From an optimization exercise on the open Yosys and OpenROAD flow, aimed at small area; shortcuts taken in it are not production practice. Function was checked by simulation only, so behaviour that the tests miss may differ from the original. No driver is modelled on the clock port, so clocking that relies on it looks cheaper here than on a real chip. No activity file was given, so power comes from the tool's default toggle rates.

## axi_apb_bridge_top
module axi_apb_bridge_top (
    input         s_axi_clk,
    input         s_axi_aresetn,
    input  [31:0] s_axi_awaddr,
    input         s_axi_awvalid,
    output        s_axi_awready,
    input  [31:0] s_axi_wdata,
    input         s_axi_wvalid,
    input  [3:0]  s_axi_wstrb,
    output        s_axi_wready,
    output [1:0]  s_axi_bresp,
    output        s_axi_bvalid,
    input         s_axi_bready,
    input  [31:0] s_axi_araddr,
    input         s_axi_arvalid,
    output        s_axi_arready,
    output [1:0]  s_axi_rresp,
    output        s_axi_rvalid,
    output [31:0] s_axi_rdata,
    input         s_axi_rready,
    input  [2:0]  s_axi_arprot,
    input  [2:0]  s_axi_awprot,
    output [31:0] m_apb_paddr,
    output [2:0]  m_apb_pprot,
    output [15:0] m_apb_psel,
    output        m_apb_penable,
    output        m_apb_pwrite,
    output [31:0] m_apb_pwdata,
    output [3:0]  m_apb_pstrb,
    input  [15:0] m_apb_pready,
    input  [31:0] m_apb_prdata,
    input  [31:0] m_apb_prdata2,
    input  [31:0] m_apb_prdata3,
    input  [31:0] m_apb_prdata4,
    input  [31:0] m_apb_prdata5,
    input  [31:0] m_apb_prdata6,
    input  [31:0] m_apb_prdata7,
    input  [31:0] m_apb_prdata8,
    input  [31:0] m_apb_prdata9,
    input  [31:0] m_apb_prdata10,
    input  [31:0] m_apb_prdata11,
    input  [31:0] m_apb_prdata12,
    input  [31:0] m_apb_prdata13,
    input  [31:0] m_apb_prdata14,
    input  [31:0] m_apb_prdata15,
    input  [31:0] m_apb_prdata16,
    input  [15:0] m_apb_pslverr
);
Size: ~110 flip-flops, ~6300 µm² of cells after synthesis.
Settings: LEC_CHECK=0, ABC_AREA=1, CAP_MARGIN=20, CORE_AREA=10 10 280 280, DIE_AREA=0 0 290 290, PLACE_DENSITY=0.95, SLEW_MARGIN=20; clock period 6.0 ns.
standard.sh (not shown) runs the stock make flow with config.mk's settings and CLKGATE_MAP_FILE= SYNTH_SCRIPT=/design/flow/synth_recipe.tcl, a recipe that flattens the netlist after the stock synthesis.
==> flow/flow/run.sh <==
#!/bin/bash
# The standard layout (standard.sh) with four changes:
#  - synthesis keeps the small AND-OR-invert modules of rtl/read_data_mux.v as
#    their own modules while mapping (SYNTH_HIERARCHICAL 1), then flattens as usual;
#  - ABC maps with an area-oriented script (flow/area.abc) instead of ORFS's;
#  - the port buffers are the smallest buffer cell (sky130_fd_sc_hd__buf_1);
#  - clock tree synthesis builds its tree of sky130_fd_sc_hd__clkbuf_8 only and
#    adds no dummy loads; after it, flow/post_cts.tcl downsizes clock buffers
#    and logic cells where slews, capacitances and timing keep their margins.
# Synthesis is otherwise the standard flow's own script (synth_recipe.tcl), so the registers
# and their names are those of the standard synthesis.
set -euo pipefail
here=$(pwd)
{
  echo 'proc abc {args} {'
  echo '  set i [lsearch -exact $args -script]'
  echo '  if {$i >= 0} { lset args [expr {$i + 1}] $::env(MY_ABC_SCRIPT) }'
  echo '  yosys abc {*}$args'
  echo '}'
  cat synth_recipe.tcl
} > my_synth.tcl
export MY_ABC_SCRIPT=$here/flow/area.abc
export POST_CTS_TCL=$here/flow/post_cts.tcl
export CTS_ARGS="-sink_clustering_enable -repair_clock_nets -dont_use_dummy_load -buf_list sky130_fd_sc_hd__clkbuf_8"
bash standard.sh SYNTH_SCRIPT=$here/my_synth.tcl SYNTH_HIERARCHICAL=1 \
  "BUFFER_PORTS_ARGS=-buffer_cell sky130_fd_sc_hd__buf_1" finish > standard_flow.log 2>&1
==> flow/flow/post_cts.tcl <==
# After clock tree synthesis, recover area by downsizing:
#  2. each other logic cell to the smallest drive strength of its own cell
#     family that keeps every slew and capacitance at least 20% under the
#     library's limits (as ORFS's repair aims) and the setup slack >= 0.3 ns
#     (or no worse than before, where already closer than that).
set clk_limit 0.100
proc max_clk_slew {pins} {
  set mx 0
  foreach p $pins {
    set s [get_property $p slew_max]
    if {$s > $mx} { set mx $s }
  }
  return $mx
}
proc drc_ok {} {

  expr {[sta::max_slew_check_slack_limit] >= [lindex $::lim 0] && [sta::max_capacitance_check_slack_limit] >= [lindex $::lim 1]
        && [sta::worst_slack_cmd max] >= [lindex $::lim 2] && [sta::worst_slack_cmd min] >= [lindex $::lim 3]}
}
proc min2 {a b} { expr {$a < $b ? $a : $b} }
estimate_parasitics -placement
set all_clk [get_pins -hierarchical */CLK]
set m0 [max_clk_slew $all_clk]
puts "post_cts: max clock-pin slew before: $m0; area before: [rsz::design_area]"
set n 0; set nb 0
foreach inst [[ord::get_db_block] getInsts] {
  if {[[$inst getMaster] getName] ne "sky130_fd_sc_hd__clkbuf_8"} continue
  incr nb
  set b [$inst getName]
  set out [get_pins -of_objects [get_cells $b] -filter "direction==output"]
  set clk_sinks {}
  foreach p [get_pins -of_objects [get_nets -of_objects $out] -filter "direction==input"] {
    if {[get_property $p lib_pin_name] eq "CLK"} { lappend clk_sinks $p }
  }
  if {[llength $clk_sinks] == 0} continue
  replace_cell [get_cells $b] sky130_fd_sc_hd__clkbuf_4
  estimate_parasitics -placement
  if {[max_clk_slew $clk_sinks] > $clk_limit || [max_clk_slew $all_clk] > $m0 + 0.001} {
    replace_cell [get_cells $b] sky130_fd_sc_hd__clkbuf_8
    estimate_parasitics -placement
  } else {
    incr n
  }
}
puts "post_cts: $n of $nb clock buffers made clkbuf_4"
set m1 [max_clk_slew $all_clk]
set nd 0
puts "post_cts: slew [sta::max_slew_check_slack_limit] cap [sta::max_capacitance_check_slack_limit] wns [sta::worst_slack_cmd max] whs [sta::worst_slack_cmd min]"
set ::lim [list [min2 0.2 [sta::max_slew_check_slack_limit]] [min2 0.2 [sta::max_capacitance_check_slack_limit]] \
  [min2 0.3e-9 [sta::worst_slack_cmd max]] [min2 0.05e-9 [sta::worst_slack_cmd min]]]
if {1} {
  foreach inst [[ord::get_db_block] getInsts] {
    set name [[$inst getMaster] getName]
    if {![regexp {^sky130_fd_sc_hd__(.+)_([0-9]+)$} $name -> fam sz]} continue
    if {[regexp {^(df|edf|sdf|dl|clkbuf|clkinv|conb|tap|fill|decap|diode|lpflow|probe)} $fam]} continue
    if {[$inst isFixed]} continue
    set sizes {}
    foreach lc [get_lib_cells sky130_fd_sc_hd__${fam}_*] {
      set ln [get_name $lc]
      if {[regexp "^sky130_fd_sc_hd__${fam}_(\[0-9\]+)\$" $ln -> s] && $s < $sz} { lappend sizes $s }
    }
    set cur $name
    foreach s [lsort -integer $sizes] {
      set cand sky130_fd_sc_hd__${fam}_$s
      replace_cell [get_cells [$inst getName]] $cand
      estimate_parasitics -placement
      if {[drc_ok] && [max_clk_slew $all_clk] <= $m1 + 0.001} { set cur $cand; incr nd; break }
      replace_cell [get_cells [$inst getName]] $name
      estimate_parasitics -placement
    }
  }
}
puts "post_cts: $nd logic cells downsized; max clock-pin slew [max_clk_slew $all_clk]; area after: [rsz::design_area]"
detailed_placement
check_placement -verbose
Other scripts of this flow, unchanged in this note and not shown: flow/flow/area.abc
Then changed:
--- a/flow/config.mk
+++ b/flow/config.mk
@@ -11,3 +11,3 @@
 export DIE_AREA = 0 0 290 290
-export PLACE_DENSITY = 0.95
+export PLACE_DENSITY = 0.85
 export SLEW_MARGIN = 20
Result: The new run passed the timing, design-rule and antenna checks; synthesized area does not change; sequential share of layout area hardly moves; clock skew drops by 0.0049 ns; maximum frequency drops by 0.59%; core utilization stays flat; wire length climbs by 4.6%; design area barely changes; total power climbs by 1.3%; setup slack degrades by 0.033 ns; die area is unchanged; cell count stays flat.
Then changed:
--- a/flow/flow/post_cts.tcl
+++ b/flow/flow/post_cts.tcl
@@ -5,3 +5,3 @@
 #     (or no worse than before, where already closer than that).
-set clk_limit 0.100
+set clk_limit 0.110
 proc max_clk_slew {pins} {
--- a/flow/config.mk
+++ b/flow/config.mk
@@ -11,3 +11,3 @@
 export DIE_AREA = 0 0 290 290
-export PLACE_DENSITY = 0.85
+export PLACE_DENSITY = 0.9
 export SLEW_MARGIN = 20
Result: Cell count decreases slightly; synthesized cell count does not change; cell area shrinks slightly.
Then changed:
--- a/flow/flow/post_cts.tcl
+++ b/flow/flow/post_cts.tcl
@@ -5,3 +5,3 @@
 #     (or no worse than before, where already closer than that).
-set clk_limit 0.110
+set clk_limit 0.100
 proc max_clk_slew {pins} {
--- a/flow/config.mk
+++ b/flow/config.mk
@@ -11,3 +11,4 @@
 export DIE_AREA = 0 0 290 290
-export PLACE_DENSITY = 0.9
+export GPL_TIMING_DRIVEN = 0
+export PLACE_DENSITY = 0.85
 export SLEW_MARGIN = 20
The changed run passed the timing, design-rule and antenna checks.
Design area went up by 1.8%.
Register-to-register slack is better by 0.13 ns.
Routed wire length increases by 15%.
Total power came out higher by 5.0%.
Final cell count goes up by 0.59%.
Non-clock buffer count goes down by 9.
Setup slack gets worse by 0.22 ns.
Count of clock-buffer cells in the layout stays the same.
Then changed:
--- a/flow/flow/post_cts.tcl
+++ b/flow/flow/post_cts.tcl
@@ -5,3 +5,3 @@
 #     (or no worse than before, where already closer than that).
-set clk_limit 0.100
+set clk_limit 0.110
 proc max_clk_slew {pins} {
--- a/flow/config.mk
+++ b/flow/config.mk
@@ -11,3 +11,2 @@
 export DIE_AREA = 0 0 290 290
-export GPL_TIMING_DRIVEN = 0
 export PLACE_DENSITY = 0.85
Effect: Wire length came out lower by a little under a tenth; final area came out lower slightly; global-route usage came out lower by 0.66 points; sequential share of layout area came out higher by 0.29 points; hold slack gets worse by 0.026 ns; synthesized area does not change; via count came out lower by a few percent; power came out lower by a few percent; core utilization came out lower by 0.22 points; clock-buffer cell count does not change.

Starting RTL as in the previous note.
Design axi_apb_bridge_top, start of the top module:
module axi_apb_bridge_top (
    input         s_axi_clk,
    input         s_axi_aresetn,
    input  [31:0] s_axi_awaddr,
    input         s_axi_awvalid,
    output        s_axi_awready,
    input  [31:0] s_axi_wdata,
    input         s_axi_wvalid,
    input  [3:0]  s_axi_wstrb,
    output        s_axi_wready,
    output [1:0]  s_axi_bresp,
    output        s_axi_bvalid,
    input         s_axi_bready,
    input  [31:0] s_axi_araddr,
    input         s_axi_arvalid,
    output        s_axi_arready,
    output [1:0]  s_axi_rresp,
    output        s_axi_rvalid,
    output [31:0] s_axi_rdata,
    input         s_axi_rready,
    input  [2:0]  s_axi_arprot,
    input  [2:0]  s_axi_awprot,
    output [31:0] m_apb_paddr,
    output [2:0]  m_apb_pprot,
    output [15:0] m_apb_psel,
    output        m_apb_penable,
    output        m_apb_pwrite,
    output [31:0] m_apb_pwdata,
    output [3:0]  m_apb_pstrb,
    input  [15:0] m_apb_pready,
    input  [31:0] m_apb_prdata,
    input  [31:0] m_apb_prdata2,
    input  [31:0] m_apb_prdata3,
    input  [31:0] m_apb_prdata4,
    input  [31:0] m_apb_prdata5,
    input  [31:0] m_apb_prdata6,
    input  [31:0] m_apb_prdata7,
    input  [31:0] m_apb_prdata8,
    input  [31:0] m_apb_prdata9,
    input  [31:0] m_apb_prdata10,
    input  [31:0] m_apb_prdata11,
    input  [31:0] m_apb_prdata12,
    input  [31:0] m_apb_prdata13,
    input  [31:0] m_apb_prdata14,
    input  [31:0] m_apb_prdata15,
    input  [31:0] m_apb_prdata16,
    input  [15:0] m_apb_pslverr
);
localparam [2:0] S_IDLE  = 3'b000;   
localparam [2:0] S_RRESP = 3'b001;   
localparam [2:0] S_WDW   = 3'b010;   
localparam [2:0] S_WAW   = 3'b011;   
localparam [2:0] S_RS    = 3'b100;   
localparam [2:0] S_RA    = 3'b101;   
localparam [2:0] S_WS    = 3'b110;   
localparam [2:0] S_WA    = 3'b111;   
reg  [2:0]  state;
reg         rvalid, bvalid;
reg         resp;            
reg  [4:0]  tcnt;            
reg  [31:0] addr, wdat, rdat;
reg  [2:0]  prot;
reg  [3:0]  strb;
wire st_idle  = state == S_IDLE;
wire st_rresp = state == S_RRESP;
wire st_wdw   = state == S_WDW;
wire st_waw   = state == S_WAW;
wire st_rs    = state == S_RS;
wire st_ra    = state == S_RA;
wire st_ws    = state == S_WS;
  ...
==> flow/config.mk <==
export PLATFORM = sky130hd
export DESIGN_NAME = axi_apb_bridge_top
export DESIGN_NICKNAME = axi_apb_bridge_top
export VERILOG_FILES = /design/flow/design.v
export SDC_FILE = /design/flow/constraint.sdc
export NUM_CORES = 4
export LEC_CHECK = 0
export ABC_AREA = 1
export CAP_MARGIN = 20
export CORE_AREA = 10 10 280 280
export DIE_AREA = 0 0 290 290
export PLACE_DENSITY = 0.85
export SLEW_MARGIN = 20
==> flow/constraint.sdc <==
create_clock -name core_clock -period 6.0 [get_ports {s_axi_clk}]
set_input_delay 1.2000 -clock core_clock [delete_from_list [all_inputs] [get_ports {s_axi_clk}]]
set_output_delay 1.2000 -clock core_clock [all_outputs]
set_load 0.01 [all_outputs]
==> flow/flow/run.sh <==
#!/bin/bash
# The standard layout (standard.sh) with four changes:
#  - synthesis keeps the small AND-OR-invert modules of rtl/read_data_mux.v as
#    their own modules while mapping (SYNTH_HIERARCHICAL 1), then flattens as usual;
#  - ABC maps with an area-oriented script (flow/area.abc) instead of ORFS's;
#  - the port buffers are the smallest buffer cell (sky130_fd_sc_hd__buf_1);
#  - clock tree synthesis builds its tree of sky130_fd_sc_hd__clkbuf_8 only and
#    adds no dummy loads; after it, flow/post_cts.tcl makes each clock buffer
#    sky130_fd_sc_hd__clkbuf_4 where the clock-pin slew stays low.
# Synthesis is otherwise the standard flow's own script (synth_recipe.tcl), so the registers
# and their names are those of the standard synthesis.
set -euo pipefail
here=$(pwd)
{
  echo 'proc abc {args} {'
  echo '  set i [lsearch -exact $args -script]'
  echo '  if {$i >= 0} { lset args [expr {$i + 1}] $::env(MY_ABC_SCRIPT) }'
  echo '  yosys abc {*}$args'
  echo '}'
  cat synth_recipe.tcl
} > my_synth.tcl
export MY_ABC_SCRIPT=$here/flow/area.abc
export POST_CTS_TCL=$here/flow/post_cts.tcl
export CTS_ARGS="-sink_clustering_enable -repair_clock_nets -dont_use_dummy_load -buf_list sky130_fd_sc_hd__clkbuf_8"
bash standard.sh SYNTH_SCRIPT=$here/my_synth.tcl SYNTH_HIERARCHICAL=1 \
  "BUFFER_PORTS_ARGS=-buffer_cell sky130_fd_sc_hd__buf_1" finish > standard_flow.log 2>&1
==> flow/flow/area.abc <==
strash; dc2; &get -n; &dch -f; &nf -a -R 1000; &put
==> flow/flow/post_cts.tcl <==
set limit 0.100
proc max_clk_slew {pins} {
  set mx 0
  foreach p $pins {
    set s [get_property $p slew_max]
    if {$s > $mx} { set mx $s }
  }
  return $mx
}
estimate_parasitics -placement
set all_clk [get_pins -hierarchical */CLK]
set m0 [max_clk_slew $all_clk]
puts "post_cts: max clock-pin slew before: $m0"
set bufs {}
foreach inst [[ord::get_db_block] getInsts] {
  if {[[$inst getMaster] getName] eq "sky130_fd_sc_hd__clkbuf_8"} { lappend bufs [$inst getName] }
}
set n 0
foreach b $bufs {
  set out [get_pins -of_objects [get_cells $b] -filter "direction==output"]
  set sinks [get_pins -of_objects [get_nets -of_objects $out] -filter "direction==input"]
  set clk_sinks {}
  foreach p $sinks { if {[get_property $p lib_pin_name] eq "CLK"} { lappend clk_sinks $p } }
  if {[llength $clk_sinks] == 0} continue
  replace_cell [get_cells $b] sky130_fd_sc_hd__clkbuf_4
  estimate_parasitics -placement
  if {[max_clk_slew $clk_sinks] > $limit || [max_clk_slew $all_clk] > $m0 + 0.001} {
    replace_cell [get_cells $b] sky130_fd_sc_hd__clkbuf_8
    estimate_parasitics -placement
  } else {
    incr n
  }
}
puts "post_cts: $n of [llength $bufs] clock buffers made clkbuf_4; max clock-pin slew after: [max_clk_slew $all_clk]"
detailed_placement
check_placement -verbose
The first run finished clean.
Then changed:
==> flow/flow/area.abc (replaced) <==
strash; &get -n; &deepsyn -I 4 -J 50; &put; dc2; &get -n; &dch -f; &nf -a -R 1000; &put
Result: The new run completed with no timing, DRC or antenna violations; first-iteration DRC count increases by about 5%; fmax decreases by about 8%; die area is unchanged; utilization hardly moves; count of clock-buffer cells in the layout is unchanged; via count decreases by about 1%; worst setup slack loses 0.47 ns; worst hold slack loses 0.035 ns; wire length increases by 0.92%; cell count hardly moves.
Then changed:
==> flow/flow/area.abc (replaced) <==
strash; dc2; &get -n; &dch -f; &nf -a -R 1000; &put
- PLACE_DENSITY: 0.85 -> unset
After rerunning: Worst setup slack improved by 0.33 ns; utilization hardly moves; via count barely changes; critical path depth went up by 1; routed wire length went down by about 1.4%; maximum frequency went up by 6.2%; register-to-register slack improved by 0.19 ns; final cell count stays flat; power went up by about 3.6%.
Then changed:
--- a/flow/flow/run.sh
+++ b/flow/flow/run.sh
@@ -8,2 +8 @@
-#    adds no dummy loads; after it, flow/post_cts.tcl makes each clock buffer
-#    sky130_fd_sc_hd__clkbuf_4 where the clock-pin slew stays low.
+#    adds no dummy loads.
@@ -23 +21,0 @@
-export POST_CTS_TCL=$here/flow/post_cts.tcl
removed: flow/flow/post_cts.tcl
Result:
- via count fell by 0.33%
- routed wire length barely changes
- cell area barely changes
- clock skew goes up by 0.0031 ns
- fmax barely changes
- die area stays the same
- final cell count hardly moves

port drivers added, routing unchanged:
In the flow no input, the clock included, has a driving cell. The finished layouts below were timed again as built, in two steps.
Step 1 assumes that a clkbuf_16 drives the clock port and a buf_2 every other input.
Step 2 times the ports against the registers' clock, not the clock port: input delays grow and output delays shrink by t, the midpoint of the rising clock arrivals with the driver on.
a / b / c = ideal ports / drivers / drivers and shift; a / b = the first two.
run | t (ns) | slack for setup (ns) | hold WS [ns] | worst setup path at the end | latest minus earliest clock arrival (ns)
the first run of note 1 | 0.534 | 0.359 / 0.310 / 0.792 | 0.457 / 0.457 / 0.457 | input to output | 0.039 / 0.038
the second run of note 1 | 0.530 | 0.325 / 0.278 / 0.808 | 0.452 / 0.452 / 0.452 | register to output | 0.038 / 0.038
the third run of note 1 | 0.525 | 0.482 / 0.435 / 0.853 | 0.463 / 0.463 / 0.463 | input to output | 0.035 / 0.034
the fourth run of note 1 | 0.543 | 0.263 / 0.215 / 0.502 | 0.478 / 0.478 / 0.478 | input to output | 0.031 / 0.030
the fifth run of note 1 | 0.526 | 0.333 / 0.286 / 0.813 | 0.452 / 0.452 / 0.452 | register to output | 0.041 / 0.041
the first run of note 2 | 0.524 | 0.787 / 0.740 / 1.263 | 0.483 / 0.483 / 0.483 | register to output | 0.047 / 0.047
the second run of note 2 | 0.531 | 0.313 / 0.267 / 0.798 | 0.448 / 0.448 / 0.448 | register to output | 0.034 / 0.034
the third run of note 2 | 0.537 | 0.645 / 0.603 / 1.140 | 0.462 / 0.462 / 0.462 | register to output | 0.044 / 0.044
the fourth run of note 2 | 0.542 | 0.645 / 0.603 / 1.145 | 0.464 / 0.464 / 0.464 | register to output | 0.053 / 0.053
After both steps every run listed still meets setup and hold.
